Source: an optimization exercise on an open RTL-to-GDS flow (aim: small area). Production flows keep margins and buffers that such runs may drop. In this exercise RTL edits were held to simulation tests only and were not proved equivalent to the original. No activity file was given, so power comes from the tool's default toggle rates.

## v6
==> flow/design.v <==
module hold_mux (w, h, d, q, y);
    input wire w, h, d, q;
    output wire y;
    assign y = (w & d) | (h & q);
endmodule
module merge (stopMerge, R_bg, G_bg, B_bg, R_sp, G_sp, B_sp, R_outRegA, G_outRegA, B_outRegA, R_outRegB, G_outRegB, B_outRegB, posX_bg, posY_bg, posX_sp, posY_sp, reset, clk, readVgaSelector,max_R_top, max_G_top, max_B_top, min_R_top, min_G_top, min_B_top, avg_R_top, avg_G_top, avg_B_top,
                        max_R_bottom, max_G_bottom, max_B_bottom, min_R_bottom, min_G_bottom, min_B_bottom, avg_R_bottom, avg_G_bottom, avg_B_bottom,
                        max_R_right, max_G_right, max_B_right, min_R_right, min_G_right, min_B_right, avg_R_right, avg_G_right, avg_B_right,
                        max_R_left, max_G_left, max_B_left, min_R_left, min_G_left, min_B_left, avg_R_left, avg_G_left, avg_B_left);
    input wire clk, reset, readVgaSelector;
    input wire [7:0] R_bg, G_bg, B_bg, R_sp, G_sp, B_sp;
    input wire [9:0] posX_bg, posY_bg, posX_sp, posY_sp;
    output reg [127:0] R_outRegA, G_outRegA, B_outRegA, R_outRegB, G_outRegB, B_outRegB;
    output wire [7:0] max_R_top, max_G_top, max_B_top, min_R_top, min_G_top, min_B_top, avg_R_top, avg_G_top, avg_B_top,
                        max_R_bottom, max_G_bottom, max_B_bottom, min_R_bottom, min_G_bottom, min_B_bottom, avg_R_bottom, avg_G_bottom, avg_B_bottom,
                        max_R_right, max_G_right, max_B_right, min_R_right, min_G_right, min_B_right, avg_R_right, avg_G_right, avg_B_right,
                        max_R_left, max_G_left, max_B_left, min_R_left, min_G_left, min_B_left, avg_R_left, avg_G_left, avg_B_left;
    output stopMerge;
    reg [5:0] cnt;
    wire iniciarMerge = cnt[5] & cnt[0];
    reg [9:0] ancX, ancY;
    always @(posedge clk) begin
        if (reset) begin
            cnt  <= 6'd0;
            ancX <= 10'd0;
            ancY <= 10'd0;
        end else begin
            if (!iniciarMerge)
                cnt <= cnt + 6'd1;
            if (cnt == 6'd0) begin
                ancX <= posX_sp;
                ancY <= posY_sp;
            end
        end
    end
    reg [3:0] contadorA, contadorB;
    reg full_A, full_B;
    assign stopMerge = readVgaSelector ? full_A : full_B;
    wire goA = iniciarMerge &  readVgaSelector & ~full_A;
    wire goB = iniciarMerge & ~readVgaSelector & ~full_B;
    wire trans = (R_sp == 8'h17) & (G_sp == 8'h17) & (B_sp == 8'h17);
    wire [23:0] pix  = trans ? {B_bg, G_bg, R_bg} : {B_sp, G_sp, R_sp};
    always @(posedge clk) begin
        if (reset) begin
            contadorA <= 4'd0;
            contadorB <= 4'd0;
            full_A <= 1'b0;
            full_B <= 1'b0;
        end else if (iniciarMerge) begin
            contadorA <= (readVgaSelector && contadorA != 4'd15) ? contadorA + 4'd1 : 4'd0;
            contadorB <= (!readVgaSelector && contadorB != 4'd15) ? contadorB + 4'd1 : 4'd0;
            if (goA) begin
                full_B <= 1'b0;
                if (contadorA == 4'd15) full_A <= 1'b1;
            end else if (goB) begin
                full_A <= 1'b0;
                if (contadorA == 4'd15) full_B <= 1'b1;
            end
        end
    end
    genvar i, k;
    generate
        for (i = 0; i < 16; i = i + 1) begin : slot
            wire xA = goA & (contadorA == i);
            wire xB = goB & (contadorB == i);
            wire [23:0] qA = {B_outRegA[8*i +: 8], G_outRegA[8*i +: 8], R_outRegA[8*i +: 8]};
            wire [23:0] qB = {B_outRegB[8*i +: 8], G_outRegB[8*i +: 8], R_outRegB[8*i +: 8]};
            wire [23:0] nA, nB;
            wire wA = xA & ~reset, hA = ~xA & ~reset;
            wire wB = xB & ~reset, hB = ~xB & ~reset;
            for (k = 0; k < 24; k = k + 1) begin : bt
                hold_mux mA (.w(wA), .h(hA), .d(pix[k]), .q(qA[k]), .y(nA[k]));
                hold_mux mB (.w(wB), .h(hB), .d(pix[k]), .q(qB[k]), .y(nB[k]));
            end
            always @(posedge clk) begin
                {B_outRegA[8*i +: 8], G_outRegA[8*i +: 8], R_outRegA[8*i +: 8]} <= nA;
                {B_outRegB[8*i +: 8], G_outRegB[8*i +: 8], R_outRegB[8*i +: 8]} <= nB;
            end
        end
    endgenerate
    wire [10:0] dX, dY;
    wire [10:0] bX, bY;
    assign bX[0] = 1'b1;
    assign bY[0] = 1'b1;
    genvar b;
    generate
        for (b = 0; b < 10; b = b + 1) begin : sub
            assign dX[b] = posX_bg[b] ^ ~ancX[b] ^ bX[b];
            assign bX[b+1] = (posX_bg[b] & ~ancX[b]) | (bX[b] & (posX_bg[b] ^ ~ancX[b]));
            assign dY[b] = posY_bg[b] ^ ~ancY[b] ^ bY[b];
            assign bY[b+1] = (posY_bg[b] & ~ancY[b]) | (bY[b] & (posY_bg[b] ^ ~ancY[b]));
        end
    endgenerate
    assign dX[10] = ~bX[10];
    assign dY[10] = ~bY[10];
    wire inXY = ~dX[10] & ~|dX[9:4] & ~dY[10] & ~|dY[9:4];
    wire x0 = dX[3:0] == 4'd0;
    wire x15 = &dX[3:0];
    wire y0 = dY[3:0] == 4'd0;
    wire y15 = &dY[3:0];
    wire [3:0] act;
    assign act[0] = inXY & x0;
    assign act[1] = inXY & ~x0 & x15;
    assign act[2] = inXY & ~x0 & ~x15 & y15;
    assign act[3] = inXY & ~x0 & ~x15 & ~y15 & y0;
    reg rd;
    reg [3:0] ad;
    reg [23:0] cd;
    always @(posedge clk) begin
        rd <= reset;
        ad <= act;
        cd <= {B_bg, G_bg, R_bg};
    end
    reg [143:0] S;
    reg [95:0]  MX;
    reg [95:0]  AV;
    genvar r, c;
    generate
        for (c = 0; c < 3; c = c + 1) begin : ch
            wire [7:0]  col  = cd[8*c +: 8];
            wire [11:0] selS = ({12{ad[0]}} & S[12*c +: 12])     | ({12{ad[1]}} & S[12*(3+c) +: 12]) |
                               ({12{ad[2]}} & S[12*(6+c) +: 12]) | ({12{ad[3]}} & S[12*(9+c) +: 12]);
            wire [7:0]  selM = ({8{ad[0]}} & MX[8*c +: 8])      | ({8{ad[1]}} & MX[8*(3+c) +: 8]) |
                               ({8{ad[2]}} & MX[8*(6+c) +: 8])  | ({8{ad[3]}} & MX[8*(9+c) +: 8]);
            wire [11:0] nsum;
            wire [12:0] cy;
            wire [8:0]  gc;
            assign cy[0] = 1'b0;
            assign gc[0] = 1'b0;
            for (b = 0; b < 12; b = b + 1) begin : add
                wire cb = (b < 8) ? col[b] : 1'b0;
                assign nsum[b] = selS[b] ^ cb ^ cy[b];
                assign cy[b+1] = (selS[b] & cb) | (cy[b] & (selS[b] ^ cb));
            end
            for (b = 0; b < 8; b = b + 1) begin : cmp
                assign gc[b+1] = (col[b] & ~selM[b]) | (gc[b] & ~(col[b] ^ selM[b]));
            end
            wire gt = gc[8];
            for (r = 0; r < 4; r = r + 1) begin : rg
                wire x  = ad[r];
                wire xm = x & gt;
                wire w  = x & ~rd,  h  = ~x & ~rd;
                wire wm = xm & ~rd, hm = ~xm & ~rd;
                wire [11:0] nS;
                wire [7:0]  nA, nM;
                for (b = 0; b < 12; b = b + 1) begin : bs
                    hold_mux mS (.w(w), .h(h), .d(nsum[b]), .q(S[12*(3*r + c) + b]), .y(nS[b]));
                end
                for (b = 0; b < 8; b = b + 1) begin : ba
                    hold_mux mA (.w(w), .h(h), .d(selS[4 + b]), .q(AV[8*(3*r + c) + b]), .y(nA[b]));
                    hold_mux mM (.w(wm), .h(hm), .d(col[b]), .q(MX[8*(3*r + c) + b]), .y(nM[b]));
                end
                always @(posedge clk) begin
                    S[12*(3*r + c) +: 12] <= nS;
                    AV[8*(3*r + c) +: 8]  <= nA;
                    MX[8*(3*r + c) +: 8]  <= nM;
                end
            end
        end
    endgenerate
    assign {max_B_top, max_G_top, max_R_top}          = MX[23:0];
    assign {max_B_bottom, max_G_bottom, max_R_bottom} = MX[47:24];
    assign {max_B_right, max_G_right, max_R_right}    = MX[71:48];
    assign {max_B_left, max_G_left, max_R_left}       = MX[95:72];
    assign {avg_B_top, avg_G_top, avg_R_top}          = AV[23:0];
    assign {avg_B_bottom, avg_G_bottom, avg_R_bottom} = AV[47:24];
    assign {avg_B_right, avg_G_right, avg_R_right}    = AV[71:48];
    assign {avg_B_left, avg_G_left, avg_R_left}       = AV[95:72];
    assign {min_B_top, min_G_top, min_R_top}          = 24'd0;
    assign {min_B_bottom, min_G_bottom, min_R_bottom} = 24'd0;
    assign {min_B_right, min_G_right, min_R_right}    = 24'd0;
    assign {min_B_left, min_G_left, min_R_left}       = 24'd0;
endmodule
==> flow/config.mk <==
export PLATFORM = sky130hd
export DESIGN_NAME = merge
export DESIGN_NICKNAME = merge
export VERILOG_FILES = /design/flow/design.v
export SDC_FILE = /design/flow/constraint.sdc
export NUM_CORES = 4
export LEC_CHECK = 0
export CAP_MARGIN = 5
export CORE_AREA = 2 2 323 323
export DIE_AREA = 0 0 325 325
export PLACE_DENSITY = 0.85
export SLEW_MARGIN = 5
export SYNTH_HIERARCHICAL = 1
==> flow/constraint.sdc <==
create_clock -name core_clock -period 10.0 [get_ports {clk}]
set_input_delay 2.0000 -clock core_clock [delete_from_list [all_inputs] [get_ports {clk}]]
set_output_delay 2.0000 -clock core_clock [all_outputs]
set_load 0.01 [all_outputs]
standard.sh (not shown) runs the stock make flow with config.mk's settings and CLKGATE_MAP_FILE= SYNTH_SCRIPT=/design/flow/synth_recipe.tcl, a recipe that flattens the netlist after the stock synthesis.
==> flow/flow/run.sh <==
#!/bin/bash
# Standard ORFS layout; the port buffers are the smallest buffer cell, the
# clock tree uses small clock buffers and no dummy loads.
set -euo pipefail
bash standard.sh \
  "BUFFER_PORTS_ARGS=-buffer_cell sky130_fd_sc_hd__buf_1" \
  "CTS_ARGS=-sink_clustering_enable -repair_clock_nets -buf_list {sky130_fd_sc_hd__clkbuf_4} -dont_use_dummy_load -sink_clustering_size 10 -sink_clustering_max_diameter 35" \
  SKIP_REPAIR_TIE_FANOUT=1 \
  finish > standard_make.log 2>&1
#### Input delta (v7 over v6)
--- a/flow/design.v
+++ b/flow/design.v
@@ -1,8 +1,20 @@
 module hold_mux (w, h, d, q, y);
     input wire w, h, d, q;
     output wire y;
     assign y = (w & d) | (h & q);
+endmodule
+module full_add (a, b, ci, s, co);
+    input wire a, b, ci;
+    output wire s, co;
+    assign s  = a ^ b ^ ci;
+    assign co = (a & b) | (ci & (a ^ b));
+endmodule
+module half_add (a, b, s, co);
+    input wire a, b;
+    output wire s, co;
+    assign s  = a ^ b;
+    assign co = a & b;
 endmodule
 module merge (stopMerge, R_bg, G_bg, B_bg, R_sp, G_sp, B_sp, R_outRegA, G_outRegA, B_outRegA, R_outRegB, G_outRegB, B_outRegB, posX_bg, posY_bg, posX_sp, posY_sp, reset, clk, readVgaSelector,max_R_top, max_G_top, max_B_top, min_R_top, min_G_top, min_B_top, avg_R_top, avg_G_top, avg_B_top,
                         max_R_bottom, max_G_bottom, max_B_bottom, min_R_bottom, min_G_bottom, min_B_bottom, avg_R_bottom, avg_G_bottom, avg_B_bottom,
                         max_R_right, max_G_right, max_B_right, min_R_right, min_G_right, min_B_right, avg_R_right, avg_G_right, avg_B_right,
@@ -84,12 +96,10 @@
     assign bY[0] = 1'b1;
     genvar b;
     generate
         for (b = 0; b < 10; b = b + 1) begin : sub
-            assign dX[b] = posX_bg[b] ^ ~ancX[b] ^ bX[b];
-            assign bX[b+1] = (posX_bg[b] & ~ancX[b]) | (bX[b] & (posX_bg[b] ^ ~ancX[b]));
-            assign dY[b] = posY_bg[b] ^ ~ancY[b] ^ bY[b];
-            assign bY[b+1] = (posY_bg[b] & ~ancY[b]) | (bY[b] & (posY_bg[b] ^ ~ancY[b]));
+            full_add fx (.a(posX_bg[b]), .b(~ancX[b]), .ci(bX[b]), .s(dX[b]), .co(bX[b+1]));
+            full_add fy (.a(posY_bg[b]), .b(~ancY[b]), .ci(bY[b]), .s(dY[b]), .co(bY[b+1]));
         end
     endgenerate
     assign dX[10] = ~bX[10];
     assign dY[10] = ~bY[10];
@@ -127,11 +137,12 @@
             wire [8:0]  gc;
             assign cy[0] = 1'b0;
             assign gc[0] = 1'b0;
             for (b = 0; b < 12; b = b + 1) begin : add
-                wire cb = (b < 8) ? col[b] : 1'b0;
-                assign nsum[b] = selS[b] ^ cb ^ cy[b];
-                assign cy[b+1] = (selS[b] & cb) | (cy[b] & (selS[b] ^ cb));
+                if (b == 0 || b >= 8)
+                    half_add ha (.a(selS[b]), .b(b == 0 ? col[0] : cy[b]), .s(nsum[b]), .co(cy[b+1]));
+                else
+                    full_add fa (.a(selS[b]), .b(col[b]), .ci(cy[b]), .s(nsum[b]), .co(cy[b+1]));
             end
             for (b = 0; b < 8; b = b + 1) begin : cmp
                 assign gc[b+1] = (col[b] & ~selM[b]) | (gc[b] & ~(col[b] ^ selM[b]));
             end
==> run notes <==
v7 reports its library cell contributing the largest single delay on the critical path as sky130_fd_sc_hd__fa_1 while v6 reports sky130_fd_sc_hd__dfxtp_2.
Delta (v7 minus v6): worst hold slack comparable, design area now smaller, number of cells traversed by the worst register-to-register path now smaller, sequential share of layout area now larger, reported combinational group power now larger.
Endpoint of the worst setup timing path = S[83]: v6; endpoint of the worst setup timing path = ad[3]: v7
Changes observed in v7 relative to v6: cell count fell by 1.1%; fmax fell by about 9%; via density per instance rose by about 0.8%.
Diff v6 -> v7 | total number of multi-input combinational cells | increase of 11
v7 vs v6: synthesized cell count down

what the ideal ports hide:
How much do the figures lean on ideal ports? The routed layouts below were timed once more, with nothing changed but the port constraints. Step 1, drivers: a clkbuf_16 drives clk and a buf_2 each remaining input, both assumed. Step 2 adds t to the input delays and takes it off the output delays; t is the mean of the earliest and latest rising clock arrival at the registers after step 1. Input paths then give back, and output paths get back, about the clock's delay inside the block. Slacks: no drivers / after step 1 / after step 2; pairs: no drivers / after step 1.
| run | shift t [ns] | setup WS [ns] | hold slack, ns | worst setup path after step 2 | latest minus earliest clock arrival (ns) |
|---|---|---|---|---|---|
| v6 | 1.076 | 4.343 / 4.343 / 3.683 | 0.460 / 0.460 / 0.460 | input to register | 0.177 / 0.176 |
| v7 | 1.071 | 3.794 / 3.845 / 2.775 | 0.457 / 0.457 / 0.457 | input to register | 0.171 / 0.171 |
After both steps setup and hold are still met in every run listed. For v7, which loses most, drivers alone change the setup slack by +0.051 ns; drivers and shift together by -1.019 ns.
